This design comes from an exercise in tuning for small area on the open sky130 flow, not from production work.
In this exercise RTL edits were held to simulation tests only and were not proved equivalent to the original.
Power figures rest on the tool's default switching activity, not on a simulated workload.

$ cat flow/run.sh
#!/bin/bash
# Own layout flow: the standard ORFS flow (standard.sh) with these changes:
#  - the port buffers that ORFS adds are the smallest buffer cell;
set -euo pipefail
W=$(pwd)
export CTS_ARGS='-sink_clustering_enable -repair_clock_nets -dont_use_dummy_load -buf_list sky130_fd_sc_hd__clkbuf_16 -sink_clustering_size 33 -sink_clustering_max_diameter 70 -root_buf sky130_fd_sc_hd__clkbuf_8 -tree_buf sky130_fd_sc_hd__clkbuf_8'

sed -e "s#WORK_HOME=[^ ]*#WORK_HOME=$W/ref#" standard.sh > ref_standard.sh
bash ref_standard.sh synth > ref_synth.log 2>&1

# 2. This flow's synthesis script: the reference script with an area-oriented ABC call.
{
  cat <<'EOT'
proc abc {args} {
  set keep {}
  set skip 0
  foreach a $args {
    if {$skip} { set skip 0; continue }
    if {$a in {-script -constr -D}} { set skip 1; continue }
    lappend keep $a
  }
  yosys abc {*}$keep -script {+strash;&get,-n;&deepsyn,-T,60;&put;dch,-f;amap;topo}
}
EOT
  cat synth_recipe.tcl
} > area_synth.tcl

sed -e "s#SYNTH_SCRIPT=[^ ]*#SYNTH_SCRIPT=$W/area_synth.tcl ADDER_MAP_FILE= SYNTH_OPERATIONS_ARGS=-noshare 'BUFFER_PORTS_ARGS=-buffer_cell sky130_fd_sc_hd__buf_1'#" \
  standard.sh > area_standard.sh
bash area_standard.sh synth > area_synth.log 2>&1

ff_list() {
  python3 - "$1" <<'EOP'
import re, sys
txt = open(sys.argv[1]).read()
ffs = sorted(set(re.findall(r"^\s*(sky130_fd_sc_hd__(?:df|edf|sdf|sedf|dl)\w*)\s+(\S+)\s*\(", txt, re.M)))
for c, n in ffs:
    print(re.sub(r"_\d+$", "", c), n)
EOP
}
ff_list ref/results/sky130hd/top_ip_i2c/base/1_2_yosys.v > ref_regs.txt
ff_list orfs/results/sky130hd/top_ip_i2c/base/1_2_yosys.v > area_regs.txt
if cmp -s ref_regs.txt area_regs.txt && [[ -s ref_regs.txt ]]; then
  echo "registers match the reference synthesis ($(wc -l < ref_regs.txt))" | tee regs_check.log
  bash area_standard.sh > area_flow.log 2>&1
else
  echo "registers differ from the reference synthesis: standard flow" | tee regs_check.log
  diff ref_regs.txt area_regs.txt >> regs_check.log || true
  rm -rf orfs
  bash standard.sh > standard_flow.log 2>&1
fi
$ cat constraint.sdc
create_clock -name core_clock -period 10.0 [get_ports {PCLK}]
set_input_delay 2.0000 -clock core_clock [delete_from_list [all_inputs] [get_ports {PCLK}]]
set_output_delay 2.0000 -clock core_clock [all_outputs]
set_load 0.01 [all_outputs]
$ cat design.v
module top_ip_i2c
(
    input       wire                PCLK,PRESETn  ,
    input       wire                PSEL,PENABLE  ,
    input       wire                PWRITE        ,
    input       wire    [31:0]      PADDR         ,
    input       wire    [31:0]      PWDATA        ,
    output      wire    [31:0]      PRDATA        ,
    output      wire                PREADY        ,
    output      wire                PSLVERR       ,
    output      wire                PINT          ,
    input       wire                sda_i         ,
    output      wire                sda_o         ,
    output      wire                scl_o         ,
    input       wire                scl_i
);
    function automatic [19:0] inc20(input [19:0] q);
        reg c; integer i;
        begin c = 1'b1; for (i = 0; i < 20; i = i + 1) begin inc20[i] = q[i] ^ c; c = c & q[i]; end end
    endfunction
    function automatic ge20(input [19:0] a, input [19:0] b);    
        reg g; integer i;
        begin g = 1'b1; for (i = 0; i < 20; i = i + 1) g = (a[i] & ~b[i]) | (~(a[i] ^ b[i]) & g); ge20 = g; end
    endfunction
    wire        setup   = PSEL & ~PENABLE;
    wire        wr      = setup &  PWRITE;
    wire        rd      = setup & ~PWRITE;
    wire [6:0]  idx     = PADDR[8:2];
    reg  [8:0]  tx_apb_addr;
    reg  [7:0]  tx_apb_data;
    reg  [7:0]  tx_apb_data_cnt;
    reg  [13:0] tx_ctrl;
    reg  [19:0] time_out;
    reg         irpt_en, tx_data_en;
    reg  [7:0]  prdata;
    reg         i2c_ready, reg_cmd, pint;
    wire [7:0]  status;
    wire [7:0]  rx_apb_data;
    wire        ms = tx_ctrl[13] & ~tx_ctrl[12];    
    wire        ss = ~tx_ctrl[13] & tx_ctrl[12];    
    always_ff @(posedge PCLK or negedge PRESETn)
    begin
        if (~PRESETn) begin
            tx_ctrl[13:12]  <= 2'd0;
            prdata          <= 8'd0;
        end else begin
            if (wr && idx == 7'd6)  tx_ctrl[13:12]  <= PWDATA[13:12];
            if (rd && idx == 7'd1)  prdata          <= status;
            else if (rd && idx == 7'd3) prdata      <= rx_apb_data;
        end
    end
    always_ff @(posedge PCLK)
    begin
        if (~PRESETn) begin
            tx_apb_addr     <= 9'd0;
            tx_apb_data     <= 8'd0;
            tx_apb_data_cnt <= 8'd0;
            tx_ctrl[11:0]   <= 12'd0;
            time_out        <= 20'd0;
            irpt_en         <= 1'b0;
            tx_data_en      <= 1'b0;
        end else begin
            if (wr && idx == 7'd0)  tx_apb_addr     <= PWDATA[8:0];
            if (wr && idx == 7'd2)  tx_apb_data     <= PWDATA[7:0];
            if (wr && idx == 7'd4)  tx_apb_data_cnt <= PWDATA[7:0];
            if (wr && idx == 7'd6)  tx_ctrl[11:0]   <= PWDATA[11:0];
            if (wr && idx == 7'd10) time_out        <= PWDATA[19:0];
            if (wr && idx == 7'd2)  tx_data_en      <= 1'b1;
            else if (~setup)        tx_data_en      <= 1'b0;
            if (wr && idx == 7'd8)  irpt_en         <= PWDATA[0];
            else if (~setup)        irpt_en         <= 1'b0;
        end
    end
    wire cmd = |status[3:0];
    always_ff @(posedge PCLK or negedge PRESETn)
    begin
        if (~PRESETn)
            pint <= 1'b0;
        else if (cmd & ~reg_cmd)
            pint <= 1'b1;
        else if (irpt_en)
            pint <= 1'b0;
    end
    always_ff @(posedge PCLK)
    begin
        if (~PRESETn)
            i2c_ready <= 1'b0;
        else if (status[1])
            i2c_ready <= 1'b0;
        else if (tx_ctrl[11])
            i2c_ready <= 1'b1;
    end
    always_ff @(posedge PCLK)
        reg_cmd <= cmd;
    assign PRDATA  = {24'd0, prdata};
    assign PREADY  = 1'b1;
    assign PSLVERR = 1'b0;
    assign PINT    = pint;
    localparam [3:0] M_IDLE  = 4'd1, M_START = 4'd2, M_ADDR  = 4'd3, M_AACK  = 4'd4,
                     M_WR    = 4'd5, M_RACK  = 4'd6, M_RD    = 4'd7, M_WACK  = 4'd8,
                     M_SR    = 4'd9, M_STOP  = 4'd10;
    wire        m_sda_i = ms ? sda_i : 1'b1;
    wire        m_scl_i = ms ? scl_i : 1'b1;
    wire [1:0]  m_rw    = ms ? tx_apb_addr[1:0] : 2'b00;
    wire [6:0]  m_addr  = ms ? tx_apb_addr[8:2] : 7'd0;
    wire [7:0]  m_din   = ms ? tx_apb_data : 8'd0;
    wire [10:0] div_cnt = tx_ctrl[10:0];
    reg  [3:0]  mq, mq_next;
    reg  [2:0]  m_cnt;           
    reg  [7:0]  m_cb;            
    reg  [7:0]  m_dar;           
    reg         m_rep;           
    reg         m_sda;
    reg  [7:0]  m_dout;
    reg  [15:0] m_cnt_clk;
    reg         m_reg_scl;
    reg         m_sta_sto;
    reg  [10:0] d_cnt, d_cnt2;
    reg         sclk, clk_en;
    wire        m_cnt_z  = (m_cnt == 3'd0);
    wire        m_cb_nz  = |m_cb;
    wire        m_stretch = (m_cnt_clk >= {6'd0, div_cnt[10:1]}) & ~&m_cnt_clk[15:1];
    always_ff @(posedge PCLK)
    begin
        if (d_cnt >= div_cnt) begin
            d_cnt <= 11'd0;
            sclk  <= 1'b1;
        end else if (~m_stretch) begin
            d_cnt <= inc20({9'd0, d_cnt});
            sclk  <= 1'b0;
        end
    end
    wire d2_wrap = d_cnt2 >= {1'b0, div_cnt[10:1]};
    always_ff @(posedge PCLK)
    begin
        if (d2_wrap)
            d_cnt2 <= 11'd0;
        else if (~m_stretch)
            d_cnt2 <= inc20({9'd0, d_cnt2});
    end
    always_ff @(posedge PCLK)
    begin
        if (~PRESETn)
            clk_en <= 1'b0;
        else if (d2_wrap)
            clk_en <= ~clk_en;
        else if (~m_stretch)
            clk_en <= 1'b0;
    end
    wire m_clr_clk = (m_scl_i ^ m_reg_scl) | mq == M_IDLE | mq == M_START | mq == M_ADDR |
                     mq == M_STOP | mq == M_SR;
    always_ff @(posedge PCLK)
    begin
        if (m_clr_clk)
            m_cnt_clk <= 16'hfffe;
        else if (i2c_ready)
            m_cnt_clk <= inc20({4'd0, m_cnt_clk});
    end
    always_ff @(posedge PCLK)
        m_reg_scl <= m_scl_i;
    always_comb
    begin
        mq_next = mq;
        case (mq)
            M_IDLE:  if (i2c_ready && ms) mq_next = M_START;
            M_START: mq_next = M_ADDR;
            M_ADDR:  if (m_cnt_z) mq_next = M_AACK;
            M_AACK:  mq_next = m_sda_i ? M_STOP : (m_dar[0] ? M_RD : M_WR);
            M_WR:    if (m_cnt_z) mq_next = M_RACK;
            M_RACK:  mq_next = (m_cb_nz && !m_sda_i) ? ((m_rw == 2'b10) ? M_SR : M_WR) : M_STOP;
            M_RD:    if (m_cnt_z) mq_next = M_WACK;
            M_WACK:  mq_next = m_cb_nz ? M_RD : M_STOP;
            M_SR:    mq_next = M_START;
            M_STOP:  mq_next = M_IDLE;
            default: mq_next = mq;
        endcase
    end
    always_ff @(posedge PCLK)
    begin
        if (~PRESETn)
            mq <= M_IDLE;
        else if (sclk)
            mq <= mq_next;
    end
    always_ff @(posedge PCLK)
    begin
        if (~PRESETn) begin
            m_rep  <= 1'b0;
            m_dout <= 8'd0;
        end else begin
            if (mq == M_SR)        m_rep <= 1'b1;
            else if (mq == M_ADDR) m_rep <= 1'b0;
            if (mq == M_RD)        m_dout[m_cnt] <= m_sda_i;
        end
    end
    always_ff @(posedge PCLK)
    begin
        if (sclk)
            m_cnt <= (mq == M_ADDR || mq == M_WR || mq == M_RD) ? m_cnt - 3'd1 : 3'd7;
        if (sclk && (mq == M_AACK || mq == M_RACK || mq == M_WACK))
            m_cb <= (mq == M_AACK || m_cb > tx_apb_data_cnt) ? tx_apb_data_cnt : m_cb - 8'd1;
        if (mq == M_START)
            m_dar <= {m_addr, m_rep ? m_rw[1] : m_rw[0]};
        case (mq)
            M_START, M_STOP: m_sda <= 1'b0;
            M_ADDR:          m_sda <= m_dar[m_cnt];
            M_WR:            m_sda <= m_din[m_cnt];
            M_WACK:          m_sda <= ~m_cb_nz;
            default:         m_sda <= 1'b1;
        endcase
    end
    always_ff @(posedge PCLK)
    begin
        if (mq == M_IDLE)
            m_sta_sto <= 1'b0;
        else if (clk_en)
            m_sta_sto <= ~m_sta_sto;
    end
    wire m_scl_o = (mq == M_IDLE) | (m_sta_sto ^ (mq == M_START));
    wire m_tx    = ~m_sda_i & ((mq == M_AACK) | (mq == M_RACK & m_cb_nz));
    wire [7:0] m_status = {4'b0, mq == M_WACK, m_tx, mq == M_STOP, 1'b0};
    localparam [2:0] S_IDLE = 3'd0, S_RADDR = 3'd1, S_AADDR = 3'd2, S_RD = 3'd3,
                     S_ARD  = 3'd4, S_WR    = 3'd5, S_AWR   = 3'd6;
    wire        s_sda_i = ss ? sda_i : 1'b1;
    wire        s_scl_i = ss ? scl_i : 1'b1;
    wire [6:0]  s_addr  = ss ? tx_apb_addr[8:2] : 7'd0;
    wire [7:0]  s_din   = ss ? tx_apb_data : 8'd0;
    reg         s_reg_scl, s_reg_sda;
    reg  [7:0]  s_dscl, s_dsf, s_dsr;
    reg  [7:0]  s_cnt_st;
    reg         s_sta, s_sto, s_dsta, s_dsto;
    reg         s_ready;
    reg  [7:0]  s_sr;
    reg  [2:0]  sq, sq_next;
    reg         s_reg_addr;
    reg         s_sda;
    reg  [3:0]  s_cnt_bit;
    reg  [7:0]  s_dout;
    reg         s_rw;
    reg         s_reg_tx, s_reg_stretch;
    reg         s_stc;
    reg  [19:0] s_cnt_stretch;
    wire s_scl_ev   = s_reg_scl ^ s_scl_i;
    wire s_scl_fall = s_reg_scl & ~s_scl_i;
    wire s_scl_rise = ~s_reg_scl & s_scl_i;
    wire s_sda_rise = ~s_scl_ev & ~s_reg_sda & s_sda_i;
    wire s_sda_fall = ~s_scl_ev & s_reg_sda & ~s_sda_i;
    wire s_d_scl    = s_dscl[7];
    wire s_d_sf     = s_dsf[7];
    wire s_d_sr     = s_dsr[7];
    wire s_to_ge    = s_cnt_stretch >= time_out;
    wire s_to_gt    = s_cnt_stretch >  time_out;
    always_ff @(posedge PCLK)
    begin
        s_reg_scl <= s_scl_i;
        s_reg_sda <= s_sda_i;
    end
    always_ff @(posedge PCLK or negedge PRESETn)
    begin
        if (~PRESETn) begin
            s_dscl <= 8'd0;
            s_dsf  <= 8'd0;
            s_dsr  <= 8'd0;
        end else begin
            s_dscl <= {s_dscl[6:0], s_scl_i};
            s_dsf  <= {s_dsf[6:0], s_sda_fall};
            s_dsr  <= {s_dsr[6:0], s_sda_rise};
        end
    end
    always_ff @(posedge PCLK)
    begin
        if (~PRESETn)
            s_cnt_st <= 8'd0;
        else if ((s_sda_fall | s_sda_rise) & s_d_scl)
            s_cnt_st <= 8'd0;
        else
            s_cnt_st <= inc20({12'd0, s_cnt_st});
    end
    always_ff @(posedge PCLK)
    begin
        if (~PRESETn) begin
            s_sta  <= 1'b0;
            s_sto  <= 1'b0;
            s_dsta <= 1'b0;
            s_dsto <= 1'b0;
        end else if (s_sda_fall & s_d_scl)
            s_dsta <= 1'b1;
        else if (s_d_sf & s_scl_i & s_dsta)
            s_sta <= 1'b1;
        else if (s_sda_rise & s_d_scl)
            s_dsto <= 1'b1;
        else if (s_d_sr & s_scl_i & s_dsto)
            s_sto <= 1'b1;
        else if (s_cnt_st > 8'd10) begin
            s_dsto <= 1'b0;
            s_dsta <= 1'b0;
        end else begin
            s_sta <= 1'b0;
            s_sto <= 1'b0;
        end
    end
    always_ff @(posedge PCLK)
    begin
        if (~PRESETn)
            s_ready <= 1'b0;
        else if (s_sta)
            s_ready <= 1'b1;
        else if (s_sto)
            s_ready <= 1'b0;
    end
    always_ff @(posedge PCLK)
        if (s_scl_rise)
            s_sr <= {s_sr[6:0], s_sda_i};
    wire s_cnt_z = (s_cnt_bit == 4'd0);
    always_comb
    begin
        sq_next = sq;
        case (sq)
            S_IDLE:  if (s_ready && ss) sq_next = S_RADDR;
            S_RADDR: if (s_cnt_z) sq_next = S_AADDR;
            S_AADDR: sq_next = s_reg_addr ? (s_rw ? S_WR : S_RD) : S_IDLE;
            S_RD:    if (s_cnt_z) sq_next = S_ARD;
            S_ARD:   sq_next = S_RD;
            S_WR:    if (s_cnt_z) sq_next = S_AWR;
            S_AWR:   sq_next = s_sr[0] ? S_IDLE : S_WR;
            default: sq_next = sq;
        endcase
    end
    always_ff @(posedge PCLK)
    begin
        if (~PRESETn)
            sq <= S_IDLE;
        else if (s_scl_fall)
            sq <= sq_next;
        else if (s_sto | s_sta | s_to_ge)
            sq <= S_IDLE;
    end
    always_ff @(posedge PCLK)
        if (s_scl_fall)
            s_reg_addr <= (s_sr[7:1] == s_addr);
    always_ff @(posedge PCLK)
    begin
        if (~PRESETn) begin
            s_dout <= 8'd0;
            s_rw   <= 1'b0;
        end else begin
            if (sq == S_RADDR && !s_scl_rise && s_cnt_z) s_rw   <= s_sr[0];
            if (sq == S_RD    && !s_scl_rise && s_cnt_z) s_dout <= s_sr;
        end
    end
    always_ff @(posedge PCLK)
    begin
        case (sq)
            S_IDLE:  begin s_sda <= 1'b1; s_cnt_bit <= 4'd8; end
            S_RADDR: begin s_sda <= 1'b1; if (s_scl_rise) s_cnt_bit <= s_cnt_bit - 4'd1; end
            S_AADDR: begin s_sda <= ~s_reg_addr; s_cnt_bit <= s_rw ? 4'd7 : 4'd8; end
            S_RD:    begin s_sda <= 1'b1; if (s_scl_rise) s_cnt_bit <= s_cnt_bit - 4'd1; end
            S_ARD:   begin s_sda <= 1'b0; s_cnt_bit <= 4'd8; end
            S_WR:    begin s_sda <= s_din[s_cnt_bit[2:0]]; if (s_scl_fall) s_cnt_bit <= s_cnt_bit - 4'd1; end
            S_AWR:   begin s_sda <= 1'b1; s_cnt_bit <= 4'd7; end
            default: begin s_sda <= 1'b1; s_cnt_bit <= 4'd8; end
        endcase
    end
    wire s_tx = s_rw & (((sq == S_AADDR) & ~(s_scl_fall & ~s_reg_addr)) |
                        ((sq == S_AWR)   & ~(s_scl_fall & s_sr[0])));
    wire s_stretch = s_stc & ~s_tx;
    always_ff @(posedge PCLK)
    begin
        s_reg_tx      <= s_tx;
        s_reg_stretch <= s_stretch;
    end
    always_ff @(posedge PCLK)
    begin
        if (~PRESETn)
            s_stc <= 1'b0;
        else if (s_tx & ~s_reg_tx)
            s_stc <= 1'b1;
        else if (tx_data_en | s_to_gt)
            s_stc <= 1'b0;
    end
    always_ff @(posedge PCLK)
    begin
        if (~PRESETn)
            s_cnt_stretch <= 20'd0;
        else if (s_stretch)
            s_cnt_stretch <= inc20(s_cnt_stretch);
        else if (s_reg_stretch | sq == S_AADDR | sq == S_AWR)
            s_cnt_stretch <= 20'd0;
    end
    wire s_scl_o = ~(sq == S_WR & s_rw & s_stretch);
    wire [7:0] s_status = {2'b0, s_rw, sq == S_ARD, s_tx, s_sto, s_sta};
    assign status      = ss ? s_status : ms ? m_status : 8'd0;
    assign rx_apb_data = ss ? s_dout   : ms ? m_dout   : 8'd0;
    assign sda_o       = ss ? s_sda    : ms ? m_sda    : 1'b1;
    assign scl_o       = ss ? s_scl_o  : ms ? m_scl_o  : 1'b1;
endmodule
$ cat standard.sh
#!/bin/bash
# synth_recipe.tcl (not shown) runs the flow's synth.tcl, then flattens the netlist and writes it again
# the make line also repeats each setting of config.mk as NAME=value (left out here)
make -C /OpenROAD-flow-scripts/flow DESIGN_CONFIG=/design/flow/config.mk WORK_HOME=/design/flow/orfs CLKGATE_MAP_FILE= SYNTH_SCRIPT=/design/flow/synth_recipe.tcl "${@:-finish}"
$ cat config.mk
export PLATFORM = sky130hd
export DESIGN_NAME = top_ip_i2c
export DESIGN_NICKNAME = top_ip_i2c
export VERILOG_FILES = /design/flow/design.v
export SDC_FILE = /design/flow/constraint.sdc
export NUM_CORES = 4
export LEC_CHECK = 0
export CAP_MARGIN = 20
export CORE_MARGIN = 2
export CORE_UTILIZATION = 65
export PLACE_DENSITY = 0.8
export SLEW_MARGIN = 20
==> results.toml, run 1 <==
[synth]
yosysTopAreaCell = "dfxtp_1"
yosysMostFrequentCell = "clkinv_1"
yosysUniqueCellTypes = 48
synth_area_per_cell_sq_um = 8.80
synth_area_sq_um = 9650
synth_top_family_by_area = "compound AO/OA/AOI/OAI gates"
synthArstFlopShare_pct = 14.9
synthMuxAreaShare_pct = 0
yosys_warnings = 1
synthXorXnorAreaFrac_pct = 0
synth-simple-area-share_pct = 16.2
ys.flop_type = "dfxtp_1"
synth_seq_cells = 235
synthTopCellsByArea = "dfxtp_1, edfxtp_1, dfrtp_1, clkinv_1, nor2_1"
yosysTopAreaCellShare_pct = 34.9
synth.yosys.seq_area_share_pct = 53.9
synth_edf_count = 32
synth_common_cells = "clkinv_1, dfxtp_1, nor2_1"
synth-adder-area-share_pct = 0
synth_cells = 1096
synth_compound_area_share_pct = 20.8

[sta]
hold_viol_final = 0
tightest_slew_ns = 0.993
setup_viol = 0
maxSlewViolCount = 0
fin_crit_sh_pct = 56.3
finalSetupTns_ns = 0
max-slew-margin-rel_pct = 33.1
rsz0062_at_grt = "no"
setup_slack_ns = 4.37
clock_skew_ns = 0.0268
fin_crit_ns = 5.63
fmax_mhz = 178

[cells_and_area]
areaGrowthSynthToFinish_pct = 6.90
num_antenna_cells = 0
drive_gt1_share_pct = 1.73
fin_nets = 1230
n_fill_cell = 1151
fin_util_pct = 71.0
stdcell_area_sq_um = 10300

[clock_network]
cts_tree = "yes"
cts.sinks = 235
htreeDepth = 1
hold_buffers = 0
cts.clk_slew.worst_paths_ns = 0.07
cts_setup_buffers = 0
ctsResizeCount = 0
cts_buffer_depth = 3
cts_inserted_buffers = 15
insertion_delay_ns = 0.52
cts-root-buf = "clkbuf_8"

[power]
p_switching_mw = 0.326
p_clk_share_pct = 34.4
intPower_mw = 1.21
leakagePower_nw = 3.56
pwr_density_cell_nw_per_um2 = 149
switching_share_pct = 21.2
irDropWorstVdd_mv = 0.128
p_seq_share_pct = 62.7
combPwrFrac_pct = 2.9

[place]
dp_slack_ns = 3.91
placed_area_sq_um = 9970
dp_hpwl_um = 15900
io_buffers = 44
finalWeightedCongestion = 0.944

[worst_hold_path]
min_path_type = "flop to flop"
hp-start = "s_dsf[3]"
min_path_cells = 0
hold_end = "s_dsf[4]"

[die]
initial_core_util_pct = 66.4
core_area_sq_um = 14500
fp.dieH_um = 126
rows = 44
io_pins = 108
die_x_um = 126
dieArea_sq_um = 15800

[route]
vias = 7988
post_drt_wl_per_cell_um = 16.4
drtAntennaViolNets = 0
routed_via_density = 5.96
firstDrtPassIters = 5
drc = 0
wl_um = 22000
first_iter_violations = 751

[global_routing]
grt-ovfl-total = 0
grt_pass1_wl_um = 36300
antenna_found_initial = 0
grt_util_all_layers_pct = 28.0
grt_pass1_vias = 7403
grt_max_degree = 43

[critical_path]
worstPathMaxFanout = 4
path_class = "input port to flop"
timing.rr.start = "tx_ctrl[12]"
required_ns = 10.39
worst-r2r-setup-slack_ns = 4.62
arrival_ns = 6.02
worst_setup_path_end_kind = "flop"
worst_r2r_endpoint = "s_cnt_stretch[19]"
r2r_cells = 27
startpoint_type = "input port"

[flow_run]
maxCapViolations = 0

[outcome]
status = "no timing/DRC/antenna violations"
-- sequential cells by signal, summed over array words and instances (netlist names), 4 cells and up --
signal / count
s_cnt_stretch: 20
time_out: 20
m_cnt_clk: 16
tx_ctrl: 14
d_cnt2: 11
d_cnt: 11
tx_apb_addr: 9
m_cb: 8
m_dar: 8
m_dout: 8
prdata: 8
s_cnt_st: 8
s_dout: 8
s_dscl: 8
s_dsf: 8
s_dsr: 8
s_sr: 8
tx_apb_data: 8
tx_apb_data_cnt: 8
mq: 4
s_cnt_bit: 4
-- stage by stage --
| step | std cells | hold WS (ns) | total power, mW |
|---|---|---|---|
| global placement | 1326 | 0.333 | 1.03 |
| finish | 1341 | 0.349 | 1.54 |
| detailed placement | 1326 | 0.335 | 1.03 |
| CTS | 1341 | 0.350 | 1.55 |
| global route | 1341 | 0.353 | 1.58 |
| floorplan | 1121 | 0.331 | 1.01 |
-- cells in the final DEF (no fill, tap or decap), drive strengths merged, types with 18 or more instances in the layout --
cell type / count
clkinv: 179
dfxtp: 168
nor2: 167
o22ai: 82
nand2: 71
o21ai: 52
a21oi: 48
buf: 46
dfrtp: 35
nor3: 33
edfxtp: 32
conb: 27
a211oi: 24
nand3: 18
-- worst max path at each step --
stage / start / endpoint / slack (ns) / cells past startpoint
finish: scl_i / s_cnt_stretch[19] / 4.37 / 25
global route: scl_i / s_cnt_stretch[19] / 3.86 / 25
CTS: scl_i / s_cnt_stretch[19] / 4.41 / 25
detailed placement: scl_i / s_cnt_stretch[19] / 3.91 / 25
global placement: scl_i / s_cnt_stretch[19] / 4.07 / 25
floorplan: scl_i / s_cnt_stretch[19] / 4.67 / 24
-- power groups by stage --
stage	logic, mW	clock network, mW	registers, mW
CTS	0.0444	0.539	0.963
detailed placement	0.0442	0	0.985
floorplan	0.0296	0	0.984
global placement	0.0437	0	0.985
global route	0.0492	0.568	0.964
finish	0.0448	0.528	0.963
-- area by class of cell --
cell class / instances / area (sq um) / share of cell area, %
Sequential cell: 235 / 5200 / 50.4
Multi-Input combinational cell: 681 / 3680 / 35.7
Inverter: 179 / 672 / 6.51
Clock buffer: 15 / 342 / 3.31
Tap cell: 184 / 230 / 2.23
Timing Repair Buffer: 47 / 189 / 1.83
-- layer usage --
layer / routed length, um / global-route usage [%] / up-vias
met1: 10000 / 40.0 / 3711
met3: 1120 / 2.42 / 43
li1: - / - / 3966
met2: 10200 / 45.2 / 268
met5: 0 / 0 / -
met4: 631 / 10.1 / 0
-- logic make-up after synthesis --
family | after synthesis
simple gates | 353
compound gates | 301
flops | 235
buf+inv | 205
other cells | 2
-- critical path, cell delays in order --
cell,delay (ns)
buf_1,0.12
nor2_1,0.25
nand2_1,0.14
clkinv_1,0.12
a21oi_1,0.16
nor2_1,0.23
and3_1,0.23
nand2_1,0.09
nor2_1,0.17
nand2_1,0.11
nor2_1,0.16
nand2_1,0.11
nor2_1,0.17
nand2_1,0.13
nor3_1,0.30
nand2_1,0.14
nor2_1,0.19
nand2_1,0.12
nor2_1,0.15
nand2_1,0.10
nor2_1,0.22
nand2_1,0.10
nor2_1,0.18
a21oi_1,0.12
a32o_1,0.21
==> run 2: changes to the inputs <==
--- a/flow/run.sh
+++ b/flow/run.sh
@@ -3,7 +3,7 @@
 #  - the port buffers that ORFS adds are the smallest buffer cell;
 set -euo pipefail
 W=$(pwd)
-export CTS_ARGS='-sink_clustering_enable -repair_clock_nets -dont_use_dummy_load -buf_list sky130_fd_sc_hd__clkbuf_16 -sink_clustering_size 33 -sink_clustering_max_diameter 70 -root_buf sky130_fd_sc_hd__clkbuf_8 -tree_buf sky130_fd_sc_hd__clkbuf_8'
+export CTS_ARGS='-sink_clustering_enable -repair_clock_nets -dont_use_dummy_load -buf_list sky130_fd_sc_hd__clkbuf_8 -sink_clustering_size 20 -sink_clustering_max_diameter 50 -root_buf sky130_fd_sc_hd__clkbuf_8 -tree_buf sky130_fd_sc_hd__clkbuf_8'
 
 sed -e "s#WORK_HOME=[^ ]*#WORK_HOME=$W/ref#" standard.sh > ref_standard.sh
 bash ref_standard.sh synth > ref_synth.log 2>&1
==> run 2 against run 1 <==
Effect of this change:
- critical path depth stayed put
- highest routed layer unchanged
- sequential share of layout area is 0.26 points higher
- critical endpoint unchanged
- non-clock buffer count stayed put
==> results.toml, run 2 <==
[outcome]
status = "no timing/DRC/antenna violations"

[sta]
fmax_mhz = 179
tightest_slew_ns = 1.11
maxSlewViolCount = 0
finalSetupTns_ns = 0
clock_skew_ns = 0.0563
fin_crit_ns = 5.58
rsz0062_at_grt = "no"
hold_viol_final = 0
setup_slack_ns = 4.42
max-slew-margin-rel_pct = 25.2
fin_crit_sh_pct = 55.8
hold_ws_ns = 0.316
setup_viol = 0

[global_routing]
grt_util_all_layers_pct = 27.9
grt_pass1_vias = 7379
antenna_found_initial = 0
grt_max_degree = 43
grt_pass1_wl_um = 36000
grt-ovfl-total = 0

[clock_network]
cts_tree = "yes"
htreeDepth = 1
cts-root-buf = "clkbuf_8"
cts_inserted_buffers = 21
cts.sinks = 235
ctsResizeCount = 0
cts_setup_buffers = 0
cts_buffer_depth = 3
cts.clk_slew.worst_paths_ns = 0.10
hold_buffers = 0
insertion_delay_ns = 0.53

[worst_hold_path]
min_path_type = "flop to flop"
min_path_cells = 0
hold_end = "s_dsf[6]"
hp-start = "s_dsf[5]"

[route]
routed_via_density = 5.95
wl_um = 21900
first_iter_violations = 742
drtAntennaViolNets = 0
post_drt_wl_per_cell_um = 16.3
firstDrtPassIters = 10
drc = 0
vias = 8012

[cells_and_area]
areaGrowthSynthToFinish_pct = 6.35
fin_nets = 1236
seqCellArea_sq_um = 5200
drive_gt1_share_pct = 2.24
final_cell_mix = "clkinv_1, dfxtp_1, nor2_1, o22ai_1, nand2_1"
finalNonFillerCells = 1347
multiInputGateArea_sq_um = 3680
layout_commonest_cell = "clkinv_1"
stdcell_area_sq_um = 10300
n_fill_cell = 1166
fin_util_pct = 70.6
reg_top3 = "s_cnt_stretch: 20 flops, time_out: 20 flops, m_cnt_clk: 16 flops"
num_antenna_cells = 0

[synth]
synth_cells = 1096
synthTopCellsByArea = "dfxtp_1, edfxtp_1, dfrtp_1, clkinv_1, nor2_1"
yosysTopAreaCell = "dfxtp_1"
synth_edf_count = 32
yosysUniqueCellTypes = 48
synth_seq_cells = 235
yosysTopAreaCellShare_pct = 34.9
synth_area_per_cell_sq_um = 8.80
synth.yosys.seq_area_share_pct = 53.9
yosysMostFrequentCell = "clkinv_1"
synthArstFlopShare_pct = 14.9
synth_area_sq_um = 9650
synth_common_cells = "clkinv_1, dfxtp_1, nor2_1"
ys.flop_type = "dfxtp_1"
yosys_warnings = 1

[place]
finalWeightedCongestion = 0.944
placed_area_sq_um = 9970
dpl.cell_count = 1326
io_buffers = 44
dp_hpwl_um = 15900
dp_slack_ns = 3.91

[die]
initial_core_util_pct = 66.4
fp.dieH_um = 126
rows = 44
core_area_sq_um = 14500
dieArea_sq_um = 15800
die_x_um = 126
io_pins = 108

[power]
intPower_mw = 1.16
power_mw = 1.49
irDropWorstVdd_mv = 0.105
pwr_density_cell_nw_per_um2 = 145
p_seq_share_pct = 64.7
p_switching_mw = 0.331
leakagePower_nw = 3.54
p_clk_share_pct = 32.3
combPwrFrac_pct = 3.0
switching_share_pct = 22.2

[critical_path]
worstPathMaxFanout = 4
worst_r2r_endpoint = "s_cnt_stretch[19]"
r2r_cells = 27
worst_setup_path_end_kind = "flop"
max_stage_delay_ns = 0.30
path_class = "input port to flop"
arrival_ns = 5.98
required_ns = 10.40
startpoint_type = "input port"
timing.rr.start = "tx_ctrl[12]"
slowest_stage = "nor3_1"
worst-r2r-setup-slack_ns = 4.69

[flow_run]
maxCapViolations = 0
-- run 2: cell counts after synthesis --
No cell type changed its count.
-- run 2: worst max-delay path by stage --
stage / startpoint / end / slack, ns
2_1_floorplan: scl_i / s_cnt_stretch[19] / 4.67
3_3_place_gp: scl_i / s_cnt_stretch[19] / 4.07
3_5_place_dp: scl_i / s_cnt_stretch[19] / 3.91
4_1_cts: scl_i / s_cnt_stretch[19] / 4.42
5_1_grt: scl_i / s_cnt_stretch[19] / 3.86
6_report: scl_i / s_cnt_stretch[19] / 4.42
-- run 2: routing by layer --
| metal | global-route usage, % | wire [um] | up-vias | share of wire (%) |
|---|---|---|---|---|
| met4 | 9.83 | 627 | 0 | 2.9 |
| li1 | - | - | 3982 | - |
| met2 | 44.2 | 10000 | 276 | 46 |
| met3 | 3.78 | 1310 | 49 | 6.0 |
| met1 | 39.7 | 9970 | 3705 | 45 |
| met5 | 0 | 0 | - | 0 |
-- run 2: area by class of cell --
class                      count  share of cell area [%]
sequential                   235                    50.7
inverter                     179                    6.55
multi-input combinational    681                    35.9
clock buffer                  21                    2.82
tap                          184                    2.24
timing repair buffer          47                    1.84
-- run 2: power groups by stage --
stage,clock network [mW],logic (mW),registers (mW)
detailed placement,0,0.0442,0.985
CTS,0.488,0.0442,0.964
finish,0.481,0.0449,0.964
global placement,0,0.0437,0.985
global route,0.518,0.0492,0.964
floorplan,0,0.0296,0.984
-- run 2: critical path: cells and delay by family --
kind                   cells  cell delay [ns]
buffers and inverters      2             0.23
and+or+nand+nor           20             3.26
AOI/OAI and AO/OA          3             0.48
-- run 2: cells by family (layout without fill, tap and decap cells) --
group           Yosys count  after routing  synth area share [%]
other cells               2             27                0.0778
flops                   235            235                  53.9
buf+inv                 205            247                  8.99
simple gates            353            353                  16.2
compound gates          301            301                  20.8
==> run 3: changes to the inputs <==
--- a/flow/run.sh
+++ b/flow/run.sh
@@ -3,7 +3,7 @@
 #  - the port buffers that ORFS adds are the smallest buffer cell;
 set -euo pipefail
 W=$(pwd)
-export CTS_ARGS='-sink_clustering_enable -repair_clock_nets -dont_use_dummy_load -buf_list sky130_fd_sc_hd__clkbuf_8 -sink_clustering_size 20 -sink_clustering_max_diameter 50 -root_buf sky130_fd_sc_hd__clkbuf_8 -tree_buf sky130_fd_sc_hd__clkbuf_8'
+export CTS_ARGS='-sink_clustering_enable -repair_clock_nets -dont_use_dummy_load -buf_list sky130_fd_sc_hd__clkbuf_16 -sink_clustering_size 32 -sink_clustering_max_diameter 80 -root_buf sky130_fd_sc_hd__clkbuf_8 -tree_buf sky130_fd_sc_hd__clkbuf_8'
 
 sed -e "s#WORK_HOME=[^ ]*#WORK_HOME=$W/ref#" standard.sh > ref_standard.sh
 bash ref_standard.sh synth > ref_synth.log 2>&1
==> run 3 against run 2 <==
Effect of this change:
- first-iteration DRC count down 13%
- setup slack got worse by 0.0042 ns
- worst hold slack better by 0.025 ns
- non-clock buffer count unchanged
- clock skew decreased by 0.018 ns
- final area decreased by 0.46%
- global-route usage fell by 0.29 points
- largest power group unchanged
- flip-flop and latch count did not move
- still clean on timing, DRC and antenna
==> results.toml, run 3 <==
[synth]
ys.flop_type = "dfxtp_1"
yosysTopAreaCell = "dfxtp_1"
synth_edf_count = 32
synth_cells = 1096
synth_area_sq_um = 9650
yosysTopAreaCellShare_pct = 34.9
yosys_warnings = 1
synthTopCellsByArea = "dfxtp_1, edfxtp_1, dfrtp_1, clkinv_1, nor2_1"
synthArstFlopShare_pct = 14.9
synth_common_cells = "clkinv_1, dfxtp_1, nor2_1"
yosysMostFrequentCell = "clkinv_1"
synth.yosys.seq_area_share_pct = 53.9
synth_area_per_cell_sq_um = 8.80
yosysUniqueCellTypes = 48
synth_seq_cells = 235

[critical_path]
arrival_ns = 5.99
slowest_stage = "nor3_1"
worstPathMaxFanout = 4
startpoint_type = "input port"
worst_setup_path_end_kind = "flop"
max_stage_delay_ns = 0.30
r2r_cells = 27
required_ns = 10.40
path_class = "input port to flop"

[global_routing]
grt_max_degree = 43
grt_util_all_layers_pct = 27.6
antenna_found_initial = 0
grt-ovfl-total = 0
grt_pass1_vias = 7274
grt_pass1_wl_um = 35900

[worst_hold_path]
min_path_cells = 0
min_path_type = "flop to flop"

[die]
fp.dieH_um = 126
die_x_um = 126
io_pins = 108
core_area_sq_um = 14500
dieArea_sq_um = 15800
rows = 44
initial_core_util_pct = 66.4

[sta]
fin_crit_ns = 5.58
hold_ws_ns = 0.341
setup_viol = 0
tightest_slew_ns = 0.995
hold_viol_final = 0
finalSetupTns_ns = 0
setup_slack_ns = 4.42
maxSlewViolCount = 0
clock_skew_ns = 0.0380
max-slew-margin-rel_pct = 33.0
fmax_mhz = 179
rsz0062_at_grt = "no"
fin_crit_sh_pct = 55.8

[power]
leakagePower_nw = 3.51
intPower_mw = 1.14
combPwrFrac_pct = 3.1
p_seq_share_pct = 66.1
p_switching_mw = 0.314
irDropWorstVdd_mv = 0.103
switching_share_pct = 21.6
pwr_density_cell_nw_per_um2 = 143
p_clk_share_pct = 30.8

[place]
dpl.cell_count = 1326
dp_hpwl_um = 15900
finalWeightedCongestion = 0.944
dp_slack_ns = 3.91
io_buffers = 44

[route]
routed_via_density = 5.92
post_drt_wl_per_cell_um = 16.3
drc = 0
drtAntennaViolNets = 0
wl_um = 21800
vias = 7917
firstDrtPassIters = 6
first_iter_violations = 643

[clock_network]
insertion_delay_ns = 0.51
ctsResizeCount = 0
cts.clk_slew.worst_paths_ns = 0.11
cts.sinks = 235
cts_buffer_depth = 3
cts-root-buf = "clkbuf_8"
htreeDepth = 1
cts_inserted_buffers = 11
cts_tree = "yes"
hold_buffers = 0
cts_setup_buffers = 0

[flow_run]
maxCapViolations = 0

[cells_and_area]
fin_nets = 1226
final_cell_mix = "clkinv_1, dfxtp_1, nor2_1, o22ai_1, nand2_1"
finalNonFillerCells = 1337
reg_top3 = "s_cnt_stretch: 20 flops, time_out: 20 flops, m_cnt_clk: 16 flops"
num_antenna_cells = 0
drive_gt1_share_pct = 1.39
areaGrowthSynthToFinish_pct = 5.86
layout_commonest_cell = "clkinv_1"

[outcome]
status = "no timing/DRC/antenna violations"
-- run 3: power by group through the flow --
| stage | Sequential [mW] | Clock, mW | Combinational [mW] |
|---|---|---|---|
| final | 0.964 | 0.449 | 0.0448 |
| after floorplan | 0.984 | 0 | 0.0296 |
| after CTS | 0.964 | 0.455 | 0.0445 |
| after detailed placement | 0.985 | 0 | 0.0442 |
| after global routing | 0.965 | 0.481 | 0.0495 |
| after global placement | 0.985 | 0 | 0.0437 |
-- run 3: final timing paths --
check	slack, ns	start	endpoint
setup / recovery	4.42	scl_i	s_cnt_stretch[19]
hold / removal	0.34	s_dsf[2]	s_dsf[3]
setup reg to reg	4.67	tx_ctrl[12]	s_cnt_stretch[19]
hold reg to reg	0.34	s_dsf[2]	s_dsf[3]
max in group asynchronous	7.60	PRESETn	s_dsf[2]
min in group asynchronous	1.48	PRESETn	prdata[4]
-- run 3: layer usage --
metal,track usage [%],routed length [um],vias up
met1,39.9,9980,3676
li1,-,-,3955
met4,7.18,512,0
met5,0,0,-
met2,44.9,10100,249
met3,3.02,1170,37
-- run 3: cell type report --
type / count / area (sq um)
inverters: 179 / 672
flip-flops and latches: 235 / 5200
multi-input cells: 681 / 3680
fillers: 1169 / 4320
well taps: 184 / 230
clock buffers: 11 / 241
repair buffers: 47 / 189
-- run 3: kinds of logic after synthesis --
family	share of synthesized area, %
other	0.0778
AO/OA/AOI/OAI	20.8
buffers and inverters	8.99
AND/OR/NAND/NOR	16.2
flip-flops	53.9
-- run 3: metrics by stage --
stage	cell area [sq um]	utilization, %	total power, mW
after global routing	10200	70.3	1.50
final	10200	70.3	1.46
after floorplan	9740	-	1.01
after detailed placement	9970	68.6	1.03
after CTS	10200	70.3	1.46
after global placement	9970	68.6	1.03
-- run 3: critical path, delay by kind of cell --
kind / cells / cell delay (ns)
compound gates: 3 / 0.48
buf+inv: 2 / 0.24
simple gates: 20 / 3.26
==> run 4: changes to the inputs <==
--- a/flow/run.sh
+++ b/flow/run.sh
@@ -1,6 +1,8 @@
 #!/bin/bash
 # Own layout flow: the standard ORFS flow (standard.sh) with these changes:
 #  - the port buffers that ORFS adds are the smallest buffer cell;
+#  - clock tree: clkbuf_16 cluster buffers (up to 32 sinks, 80 um), clkbuf_8 root and tree
+#    buffers, no dummy loads;
 set -euo pipefail
 W=$(pwd)
 export CTS_ARGS='-sink_clustering_enable -repair_clock_nets -dont_use_dummy_load -buf_list sky130_fd_sc_hd__clkbuf_16 -sink_clustering_size 32 -sink_clustering_max_diameter 80 -root_buf sky130_fd_sc_hd__clkbuf_8 -tree_buf sky130_fd_sc_hd__clkbuf_8'
==> run 4 against run 3 <==
Effect of this change:
- global-route usage did not move
- still clean
- synthesized cell count did not move
- critical path type unchanged
- sequential share of layout area stayed put
- flip-flop and latch count did not move
- wire length unchanged
- cell count stayed put
- via count did not move
- critical path depth unchanged
- synthesized area unchanged
==> results.toml, run 4 <==
[sta]
fmax_mhz = 179
clock_skew_ns = 0.0380
tightest_slew_ns = 0.995
max-slew-margin-rel_pct = 33.0
maxSlewViolCount = 0
fin_crit_ns = 5.58
finalSetupTns_ns = 0
setup_viol = 0
fin_crit_sh_pct = 55.8
hold_viol_final = 0
rsz0062_at_grt = "no"

[clock_network]
cts_tree = "yes"
cts-root-buf = "clkbuf_8"
htreeDepth = 1
insertion_delay_ns = 0.51
cts.clk_slew.worst_paths_ns = 0.11
cts_inserted_buffers = 11
ctsResizeCount = 0
hold_buffers = 0
cts_setup_buffers = 0
cts.sinks = 235
cts_buffer_depth = 3

[cells_and_area]
reg_top3 = "s_cnt_stretch: 20 flops, time_out: 20 flops, m_cnt_clk: 16 flops"
num_antenna_cells = 0
multiInputGateArea_sq_um = 3680
areaGrowthSynthToFinish_pct = 5.86
fin_nets = 1226
stdcell_area_sq_um = 10200
drive_gt1_share_pct = 1.39
final_cell_mix = "clkinv_1, dfxtp_1, nor2_1, o22ai_1, nand2_1"
seqCellArea_sq_um = 5200
n_fill_cell = 1169
layout_commonest_cell = "clkinv_1"

[critical_path]
crit_buf_inv = 2
crit_family = "simple AND/OR/NAND/NOR gates"
worst_setup_path_end_kind = "flop"
timing.rr.start = "tx_ctrl[12]"
slowest_stage = "nor3_1"
required_ns = 10.40
path_class = "input port to flop"
worstPathMaxFanout = 4
worst_r2r_endpoint = "s_cnt_stretch[19]"
arrival_ns = 5.99
worst-r2r-setup-slack_ns = 4.67
max_stage_delay_ns = 0.30
r2r_cells = 27
startpoint_type = "input port"

[global_routing]
antenna_found_initial = 0
grt_max_degree = 43
grt_pass1_wl_um = 35900
grt_pass1_vias = 7274
grt_util_all_layers_pct = 27.6
grt-ovfl-total = 0

[power]
p_seq_share_pct = 66.1
switching_share_pct = 21.6
p_switching_mw = 0.314
leakagePower_nw = 3.51
pwr_density_cell_nw_per_um2 = 143
p_clk_share_pct = 30.8
intPower_mw = 1.14
irDropWorstVdd_mv = 0.103
combPwrFrac_pct = 3.1

[synth]
yosys_warnings = 1
synth_cells = 1096
yosysTopAreaCellShare_pct = 34.9
synth_seq_cells = 235
synth_common_cells = "clkinv_1, dfxtp_1, nor2_1"
synthArstFlopShare_pct = 14.9
synth.yosys.seq_area_share_pct = 53.9
synthTopCellsByArea = "dfxtp_1, edfxtp_1, dfrtp_1, clkinv_1, nor2_1"
yosysMostFrequentCell = "clkinv_1"
synth_area_per_cell_sq_um = 8.80
yosysTopAreaCell = "dfxtp_1"
ys.flop_type = "dfxtp_1"
yosysUniqueCellTypes = 48
synth_area_sq_um = 9650
synth_edf_count = 32

[flow_run]
maxCapViolations = 0

[worst_hold_path]
hp-start = "s_dsf[2]"
min_path_type = "flop to flop"
hold_end = "s_dsf[3]"
min_path_cells = 0

[route]
drtAntennaViolNets = 0
vias = 7917
wl_um = 21800
routed_via_density = 5.92
drc = 0
post_drt_wl_per_cell_um = 16.3
first_iter_violations = 643
firstDrtPassIters = 6

[place]
placed_area_sq_um = 9970
finalWeightedCongestion = 0.944
dp_hpwl_um = 15900
io_buffers = 44

[die]
die_x_um = 126
initial_core_util_pct = 66.4
core_area_sq_um = 14500
fp.dieH_um = 126
dieArea_sq_um = 15800
io_pins = 108
rows = 44

[outcome]
status = "no timing/DRC/antenna violations"
==> run 4: power by group through the flow <==
stage               logic (mW)  registers [mW]  clock network, mW
floorplan               0.0296           0.984                  0
global placement        0.0437           0.985                  0
detailed placement      0.0442           0.985                  0
CTS                     0.0445           0.964              0.455
global route            0.0495           0.965              0.481
finish                  0.0448           0.964              0.449
==> run 4: how the worst max path moves through the flow <==
stage / startpoint / cells past startpoint / endpoint
3_3_place_gp: scl_i / 25 / s_cnt_stretch[19]
4_1_cts: scl_i / 25 / s_cnt_stretch[19]
6_report: scl_i / 25 / s_cnt_stretch[19]
2_1_floorplan: scl_i / 24 / s_cnt_stretch[19]
3_5_place_dp: scl_i / 25 / s_cnt_stretch[19]
5_1_grt: scl_i / 25 / s_cnt_stretch[19]
==> run 4: area by class of cell <==
cell class,instances,share of cell area [%]
Inverter,179,6.58
Tap cell,184,2.25
Multi-Input combinational cell,681,36.0
Timing Repair Buffer,47,1.85
Clock buffer,11,2.36
Sequential cell,235,50.9
==> run 4: kinds of logic after synthesis <==
logic type,synth area share [%]
other,0.0778
flip-flops,53.9
AO/OA/AOI/OAI,20.8
buffers and inverters,8.99
AND/OR/NAND/NOR,16.2
==> run 4: through the flow <==
stage	setup WS, ns	instances	power [mW]	hold WS, ns	util [%]
2_1_floorplan	4.67	1121	1.01	0.331	-
3_3_place_gp	4.07	1326	1.03	0.333	68.6
3_5_place_dp	3.91	1326	1.03	0.335	68.6
4_1_cts	4.42	1337	1.46	0.340	70.3
5_1_grt	3.85	1337	1.50	0.344	70.3
6_report	4.42	1337	1.46	0.341	70.3
==> run 4: per-layer routing <==
layer | GRT usage (%) | wire [um] | vias up
met5 | 0 | 0 | -
met4 | 7.18 | 512 | 0
met3 | 3.02 | 1170 | 37
met2 | 44.9 | 10100 | 249
met1 | 39.9 | 9980 | 3676
li1 | - | - | 3955
==> run 4: worst register-to-register path, cell delays in order (launching register included) <==
cell and delay, ns:
dfrtp_1 0.39, clkinv_1 0.08, nor2_1 0.49, clkinv_1 0.35
nor2_1 0.30, nand2_1 0.14, clkinv_1 0.12, a21oi_1 0.15
nor2_1 0.23, and3_1 0.23, nand2_1 0.09, nor2_1 0.17
nand2_1 0.11, nor2_1 0.16, nand2_1 0.11, nor2_1 0.17
nand2_1 0.14, nor3_1 0.30, nand2_1 0.14, nor2_1 0.20
nand2_1 0.12, nor2_1 0.14, nand2_1 0.09, nor2_1 0.22
nand2_1 0.10, nor2_1 0.18, a21oi_1 0.12, a32o_1 0.21
==> run 5: changes to the inputs <==
--- a/design.v
+++ b/design.v
@@ -18,10 +18,6 @@
         reg c; integer i;
         begin c = 1'b1; for (i = 0; i < 20; i = i + 1) begin inc20[i] = q[i] ^ c; c = c & q[i]; end end
     endfunction
-    function automatic ge20(input [19:0] a, input [19:0] b);    
-        reg g; integer i;
-        begin g = 1'b1; for (i = 0; i < 20; i = i + 1) g = (a[i] & ~b[i]) | (~(a[i] ^ b[i]) & g); ge20 = g; end
-    endfunction
     wire        setup   = PSEL & ~PENABLE;
     wire        wr      = setup &  PWRITE;
     wire        rd      = setup & ~PWRITE;
@@ -226,7 +222,9 @@
     wire [6:0]  s_addr  = ss ? tx_apb_addr[8:2] : 7'd0;
     wire [7:0]  s_din   = ss ? tx_apb_data : 8'd0;
     reg         s_reg_scl, s_reg_sda;
-    reg  [7:0]  s_dscl, s_dsf, s_dsr;
+    reg  [7:0]  s_dscl;          
+    reg         s_dscl9;         
+    reg  [8:1]  s_nsda;          
     reg  [7:0]  s_cnt_st;
     reg         s_sta, s_sto, s_dsta, s_dsto;
     reg         s_ready;
@@ -246,8 +244,9 @@
     wire s_sda_rise = ~s_scl_ev & ~s_reg_sda & s_sda_i;
     wire s_sda_fall = ~s_scl_ev & s_reg_sda & ~s_sda_i;
     wire s_d_scl    = s_dscl[7];
-    wire s_d_sf     = s_dsf[7];
-    wire s_d_sr     = s_dsr[7];
+    wire s_d_nscl_ev = ~(s_dscl9 ^ s_dscl[7]);
+    wire s_d_sf     = ~s_nsda[8] &  s_nsda[7] & s_d_nscl_ev;
+    wire s_d_sr     =  s_nsda[8] & ~s_nsda[7] & s_d_nscl_ev;
     wire s_to_ge    = s_cnt_stretch >= time_out;
     wire s_to_gt    = s_cnt_stretch >  time_out;
     always_ff @(posedge PCLK)
@@ -257,21 +256,19 @@
     end
     always_ff @(posedge PCLK or negedge PRESETn)
     begin
-        if (~PRESETn) begin
+        if (~PRESETn)
             s_dscl <= 8'd0;
-            s_dsf  <= 8'd0;
-            s_dsr  <= 8'd0;
-        end else begin
+        else
             s_dscl <= {s_dscl[6:0], s_scl_i};
-            s_dsf  <= {s_dsf[6:0], s_sda_fall};
-            s_dsr  <= {s_dsr[6:0], s_sda_rise};
-        end
     end
     always_ff @(posedge PCLK)
     begin
-        if (~PRESETn)
-            s_cnt_st <= 8'd0;
-        else if ((s_sda_fall | s_sda_rise) & s_d_scl)
+        s_dscl9 <= s_dscl[7];
+        s_nsda  <= {s_nsda[7:1], ~s_reg_sda};
+    end
+    always_ff @(posedge PCLK)
+    begin
+        if ((s_sda_fall | s_sda_rise) & s_d_scl)
             s_cnt_st <= 8'd0;
         else
             s_cnt_st <= inc20({12'd0, s_cnt_st});
==> run 5 against run 4 <==
Effect of this change:
- still clean on timing, DRC and antenna
- global-route usage fell by 0.092 points
- synthesized cell count is 0.91% higher
- flip-flop and latch count fell by 7
- combinational power increased by 62%
- count of clock-buffer cells in the layout is the same
- maximum frequency is 15% higher
- critical endpoint is now scl_o
- largest power group unchanged
==> results.toml, run 5 <==
[outcome]
status = "no timing/DRC/antenna violations"

[synth]
synth.yosys.seq_area_share_pct = 52.4
yosysTopAreaCell = "dfxtp_1"
ys.flop_type = "dfxtp_1"
synth_edf_count = 32
yosysMostFrequentCell = "clkinv_1"
synthTopCellsByArea = "dfxtp_1, edfxtp_1, clkinv_1, nor2_1, o22ai_1"
yosysUniqueCellTypes = 48
synth_cells = 1106
yosysTopAreaCellShare_pct = 37.3
synth_common_cells = "clkinv_1, dfxtp_1, nor2_1"
synth_seq_cells = 228
synth_area_sq_um = 9500
yosys_warnings = 1
synthArstFlopShare_pct = 8.33
synth_area_per_cell_sq_um = 8.59

[sta]
setup_viol = 0
finalSetupTns_ns = 0
rsz0062_at_grt = "no"
hold_viol_final = 0
max-slew-margin-rel_pct = 28.7
fin_crit_ns = 4.84
tightest_slew_ns = 1.06
maxSlewViolCount = 0
clock_skew_ns = 0.0253
fin_crit_sh_pct = 48.4
fmax_mhz = 207
setup_slack_ns = 5.16

[cells_and_area]
drive_gt1_share_pct = 1.29
layout_commonest_cell = "clkinv_1"
num_antenna_cells = 0
fin_nets = 1235
seqCellArea_sq_um = 4980
n_fill_cell = 1193
final_cell_mix = "clkinv_1, dfxtp_1, nor2_1, o22ai_1, nand2_1"
reg_top3 = "s_cnt_stretch: 20 flops, time_out: 20 flops, m_cnt_clk: 16 flops"
multiInputGateArea_sq_um = 3710
areaGrowthSynthToFinish_pct = 5.97

[route]
wl_um = 21500
drc = 0
routed_via_density = 5.98
drtAntennaViolNets = 0
first_iter_violations = 686
firstDrtPassIters = 5
post_drt_wl_per_cell_um = 16.0
vias = 8043

[die]
rows = 44
die_x_um = 125
dieArea_sq_um = 15600
initial_core_util_pct = 65.8
io_pins = 108
core_area_sq_um = 14400
fp.dieH_um = 125

[critical_path]
path_class = "flop to output port"
arrival_ns = 2.84
startpoint_type = "flop"
critPathLaunch = "mq[1]"
required_ns = 8.00
worst_setup_path_end_kind = "output port"
timing.rr.start = "tx_ctrl[12]"
worstPathMaxFanout = 10

[power]
p_seq_share_pct = 65.2
combPwrFrac_pct = 4.9
switching_share_pct = 22.3
irDropWorstVdd_mv = 0.202
leakagePower_nw = 3.40
intPower_mw = 1.14
p_switching_mw = 0.329
pwr_density_cell_nw_per_um2 = 146
p_clk_share_pct = 29.8

[clock_network]
cts-root-buf = "clkbuf_8"
cts_setup_buffers = 0
cts_buffer_depth = 3
cts.sinks = 228
htreeDepth = 1
cts.clk_slew.worst_paths_ns = 0.11
cts_inserted_buffers = 11
insertion_delay_ns = 0.50
hold_buffers = 0
cts_tree = "yes"
ctsResizeCount = 0

[place]
dp_hpwl_um = 15800
finalWeightedCongestion = 0.926
dp_slack_ns = 5.01
io_buffers = 44

[flow_run]
maxCapViolations = 0

[global_routing]
grt_util_all_layers_pct = 27.5
antenna_found_initial = 0
grt_pass1_wl_um = 35500
grt_pass1_vias = 7353
grt_max_degree = 33
grt-ovfl-total = 0

[worst_hold_path]
hp-start = "s_nsda[5]"
min_path_type = "flop to flop"
run 5: critical path: stages, from the launching register on:
cell and delay, ns:
dfxtp_1 0.32, clkinv_1 0.23, nor2_1 0.23, clkinv_1 0.13, nor2_1 0.66, nor3_1 0.10, a21oi_1 0.19, nor2_1 0.08
a41oi_1 0.24, buf_1 0.18
run 5: cell families (layout without fill, tap and decap cells):
kind of cell / count (synthesis) / count (layout) / share of synthesized area (%)
other: 2 / 27 / 0.0791
buffers and inverters: 219 / 250 / 9.68
AND/OR/NAND/NOR: 338 / 338 / 15.6
AO/OA/AOI/OAI: 319 / 319 / 22.2
flip-flops: 228 / 228 / 52.4
run 5: per-stage QoR:
stage | total power [mW] | utilization, % | hold slack [ns] | std cells | area [sq um]
detailed placement | 1.05 | 68.0 | 0.315 | 1335 | 9810
global route | 1.52 | 69.8 | 0.348 | 1346 | 10100
global placement | 1.05 | 68.0 | 0.312 | 1335 | 9810
finish | 1.47 | 69.8 | 0.339 | 1346 | 10100
CTS | 1.48 | 69.7 | 0.341 | 1346 | 10100
floorplan | 1.03 | - | 0.310 | 1131 | 9590
run 5: layout make-up:
class / instances / share of cell area [%]
flip-flops and latches: 228 / 49.5
well taps: 184 / 2.29
repair buffers: 46 / 1.80
multi-input cells: 684 / 36.8
clock buffers: 11 / 2.40
inverters: 193 / 7.20
run 5: power groups by stage:
stage	Combinational, mW	Sequential, mW	Clock (mW)
after floorplan	0.0536	0.978	0
after global placement	0.0685	0.980	0
after detailed placement	0.0709	0.980	0
after CTS	0.0722	0.960	0.447
after global routing	0.0811	0.963	0.474
final	0.0728	0.960	0.439
run 5: final timing paths:
path	to	slack [ns]	cells past startpoint
min in group asynchronous	prdata[0]	1.50	1
max in group asynchronous	tx_ctrl[13]	7.75	2
min reg2reg	s_nsda[6]	0.34	0
max reg2reg	s_cnt_stretch[19]	6.02	20
max	scl_o	5.16	9
min	s_nsda[6]	0.34	0
run 5: metal layers:
layer  up-vias  share of wire [%]  global-route usage, %  wire length, um
li1       3988                  -                      -                -
met1      3719                 45                   39.5             9660
met2       290                 46                   44.6             9840
met3        46                6.9                   3.18             1490
met4         0                2.5                   7.45              541
met5         -                  0                      0                0
==> run 6: changes to the inputs <==
--- a/flow/run.sh
+++ b/flow/run.sh
@@ -1,11 +1,11 @@
 #!/bin/bash
 # Own layout flow: the standard ORFS flow (standard.sh) with these changes:
 #  - the port buffers that ORFS adds are the smallest buffer cell;
-#  - clock tree: clkbuf_16 cluster buffers (up to 32 sinks, 80 um), clkbuf_8 root and tree
+#  - clock tree: clkbuf_8 cluster buffers (up to 20 sinks, 50 um), clkbuf_8 root and tree
 #    buffers, no dummy loads;
 set -euo pipefail
 W=$(pwd)
-export CTS_ARGS='-sink_clustering_enable -repair_clock_nets -dont_use_dummy_load -buf_list sky130_fd_sc_hd__clkbuf_16 -sink_clustering_size 32 -sink_clustering_max_diameter 80 -root_buf sky130_fd_sc_hd__clkbuf_8 -tree_buf sky130_fd_sc_hd__clkbuf_8'
+export CTS_ARGS='-sink_clustering_enable -repair_clock_nets -dont_use_dummy_load -buf_list sky130_fd_sc_hd__clkbuf_8 -sink_clustering_size 20 -sink_clustering_max_diameter 50 -root_buf sky130_fd_sc_hd__clkbuf_8 -tree_buf sky130_fd_sc_hd__clkbuf_8'
 
 sed -e "s#WORK_HOME=[^ ]*#WORK_HOME=$W/ref#" standard.sh > ref_standard.sh
 bash ref_standard.sh synth > ref_synth.log 2>&1
==> run 6 against run 5 <==
Effect of this change:
- non-clock buffer count stayed put
- core utilization hardly changed
- cell count is 0.52% higher
- sequential share of layout area hardly changed
- flip-flop and latch count stayed put
- register-to-register slack hardly changed
- worst hold slack worse by 0.0091 ns
- clock power hardly changed
- wire length is 0.18% higher
- critical path type unchanged
- count of clock-buffer cells in the layout is 7 higher
- critical path depth stayed put
- total power is 0.11% lower
==> results.toml, run 6 <==
[power]
irDropWorstVdd_mv = 0.203
pwr_density_cell_nw_per_um2 = 146
leakagePower_nw = 3.41

[sta]
hold_ws_ns = 0.330
setup_slack_ns = 5.15
finalSetupTns_ns = 0
fin_crit_ns = 4.85
maxSlewViolCount = 0
clock_skew_ns = 0.0546
fin_crit_sh_pct = 48.5
hold_viol_final = 0
rsz0062_at_grt = "no"
tightest_slew_ns = 1.06
max-slew-margin-rel_pct = 28.3
setup_viol = 0
fmax_mhz = 206

[clock_network]
cts_inserted_buffers = 18
htreeDepth = 1
cts_tree = "yes"
cts_setup_buffers = 0
cts_buffer_depth = 3
cts.sinks = 228
cts-root-buf = "clkbuf_8"
cts.clk_slew.worst_paths_ns = 0.11
ctsResizeCount = 0
insertion_delay_ns = 0.52
hold_buffers = 0

[synth]
synth_area_sq_um = 9500
synth.yosys.seq_area_share_pct = 52.4
synth_common_cells = "clkinv_1, dfxtp_1, nor2_1"
yosysUniqueCellTypes = 48
synth_edf_count = 32
synth_area_per_cell_sq_um = 8.59
yosysMostFrequentCell = "clkinv_1"
yosysTopAreaCell = "dfxtp_1"
synthTopCellsByArea = "dfxtp_1, edfxtp_1, clkinv_1, nor2_1, o22ai_1"
yosysTopAreaCellShare_pct = 37.3
synth_cells = 1106
synth_seq_cells = 228
ys.flop_type = "dfxtp_1"
yosys_warnings = 1
synthArstFlopShare_pct = 8.33

[global_routing]
grt_pass1_vias = 7345
use_met1_pct = 40.1
grt_use_met3_pct = 3.65
grt-ovfl-total = 0
gr-usage-met2_pct = 45.3
grt_util_all_layers_pct = 27.6
grt_max_degree = 28
antenna_found_initial = 0
busiest_layer = "met2"
grt_pass1_wl_um = 35700

[place]
dp_slack_ns = 5.01
finalWeightedCongestion = 0.926
dp_hpwl_um = 15800
io_buffers = 44
dpl.cell_count = 1335

[critical_path]
max_stage_delay_ns = 0.66
required_ns = 8.00
path_cells = "clkinv_1, nor2_1, clkinv_1, nor2_1, nor3_1, a21oi_1, nor2_1, a41oi_1, buf_1"
cpMostUsedCell = "nor2_1"
arrival_ns = 2.85
startpoint_type = "flop"
worstPathMaxFanout = 10
slowest_stage = "nor2_1"
path_class = "flop to output port"
worst_setup_path_end_kind = "output port"

[cells_and_area]
areaGrowthSynthToFinish_pct = 6.03
layout_commonest_cell = "clkinv_1"
finalNonFillerCells = 1353
reg_top3 = "s_cnt_stretch: 20 flops, time_out: 20 flops, m_cnt_clk: 16 flops"
drive_gt1_share_pct = 1.88
fin_util_pct = 69.8
num_antenna_cells = 0
final_cell_mix = "clkinv_1, dfxtp_1, nor2_1, o22ai_1, nand2_1"
fin_nets = 1242

[route]
drc = 0
drtAntennaViolNets = 0
wl_um = 21600
first_iter_violations = 681
vias = 8049
firstDrtPassIters = 7
post_drt_wl_per_cell_um = 15.9
routed_via_density = 5.95

[die]
io_pins = 108
die_x_um = 125
fp.dieH_um = 125
rows = 44
initial_core_util_pct = 65.8
dieArea_sq_um = 15600
core_area_sq_um = 14400

[flow_run]
maxCapViolations = 0

[outcome]
status = "no timing/DRC/antenna violations"

[worst_hold_path]
min_path_type = "flop to flop"
[run 6: cell counts after synthesis]
No cell type changed its count.
[run 6: final timing paths]
| kind | from | endpoint | slack, ns | cells past startpoint |
|---|---|---|---|---|
| setup / recovery | mq[1] | scl_o | 5.15 | 9 |
| hold / removal | s_nsda[1] | s_nsda[2] | 0.33 | 0 |
| setup reg to reg | tx_ctrl[12] | s_cnt_stretch[19] | 6.03 | 20 |
| hold reg to reg | s_nsda[1] | s_nsda[2] | 0.33 | 0 |
| max in group asynchronous | PRESETn | tx_ctrl[12] | 7.76 | 2 |
| min in group asynchronous | PRESETn | prdata[2] | 1.49 | 1 |
[run 6: where the power goes]
part           switching, mW  internal [mW]  leakage (nW)
Clock                  0.276          0.163         0.129
Sequential            0.0123          0.948          1.92
Combinational         0.0493         0.0225          1.37
[run 6: cell type report]
| class | instances | area [sq um] |
|---|---|---|
| flip-flops and latches | 228 | 4980 |
| fillers | 1180 | 4350 |
| clock buffers | 18 | 248 |
| multi-input cells | 684 | 3710 |
| well taps | 184 | 230 |
| inverters | 193 | 724 |
| repair buffers | 46 | 181 |
[run 6: kinds of logic (layout without fill, tap and decap cells)]
logic type / count (synthesis) / after routing / share of synthesized area, %
flops: 228 / 228 / 52.4
simple gates: 338 / 338 / 15.6
buf+inv: 219 / 257 / 9.68
compound gates: 319 / 319 / 22.2
other cells: 2 / 27 / 0.0791
[run 6: critical path: cells and delay by family, from the launching register on]
kind / cells / cell delay (ns)
buffers and inverters: 3 / 0.53
AND/OR/NAND/NOR: 4 / 1.08
flip-flops: 1 / 0.32
AO/OA/AOI/OAI: 2 / 0.42
[run 6: stage by stage]
stage	total power, mW	instance area, sq um
after CTS	1.48	10100
after floorplan	1.03	9590
after global placement	1.05	9810
final	1.47	10100
after detailed placement	1.05	9810
after global routing	1.52	10100
[run 6: per-layer routing]
metal	vias up	routed length (um)
li1	4006	-
met1	3743	9910
met3	20	1610
met2	280	9800
met5	-	0
met4	0	263

## port drivers added, routing unchanged
The results above use ideal ports. As a check the final layouts listed here were re-extracted and re-timed, cells and wires unchanged. Step 1, drivers: a clkbuf_16 drives PCLK and a buf_2 each remaining input, both assumed. Step 2 moves the port delays by t, midway between the first and last clock arrival at a register: inputs arrive t later, outputs are due t later. That takes back most of the time a late clock gives input paths. Three values: no drivers, after step 1, after step 2; two values: the first two.
run	shift t [ns]	setup WS [ns]	latest minus earliest clock arrival (ns)	worst slew at a driven data input, ns	pins driven straight from the clock port
run 1	0.551	4.374 / 4.396 / 3.844	0.027 / 0.027	0.04	1
run 2	0.549	4.420 / 4.442 / 3.893	0.065 / 0.064	0.04	1
run 3	0.528	4.416 / 4.432 / 3.904	0.040 / 0.040	0.04	1
run 4	0.528	4.416 / 4.432 / 3.904	0.040 / 0.040	0.04	1
run 5	0.527	5.163 / 5.122 / 4.949	0.026 / 0.026	0.03	1
run 6	0.530	5.151 / 5.113 / 4.990	0.055 / 0.055	0.03	1
After both steps every run listed still meets setup and hold. For run 1, which loses most, drivers alone change the setup slack by +0.022 ns; drivers and shift together by -0.530 ns.
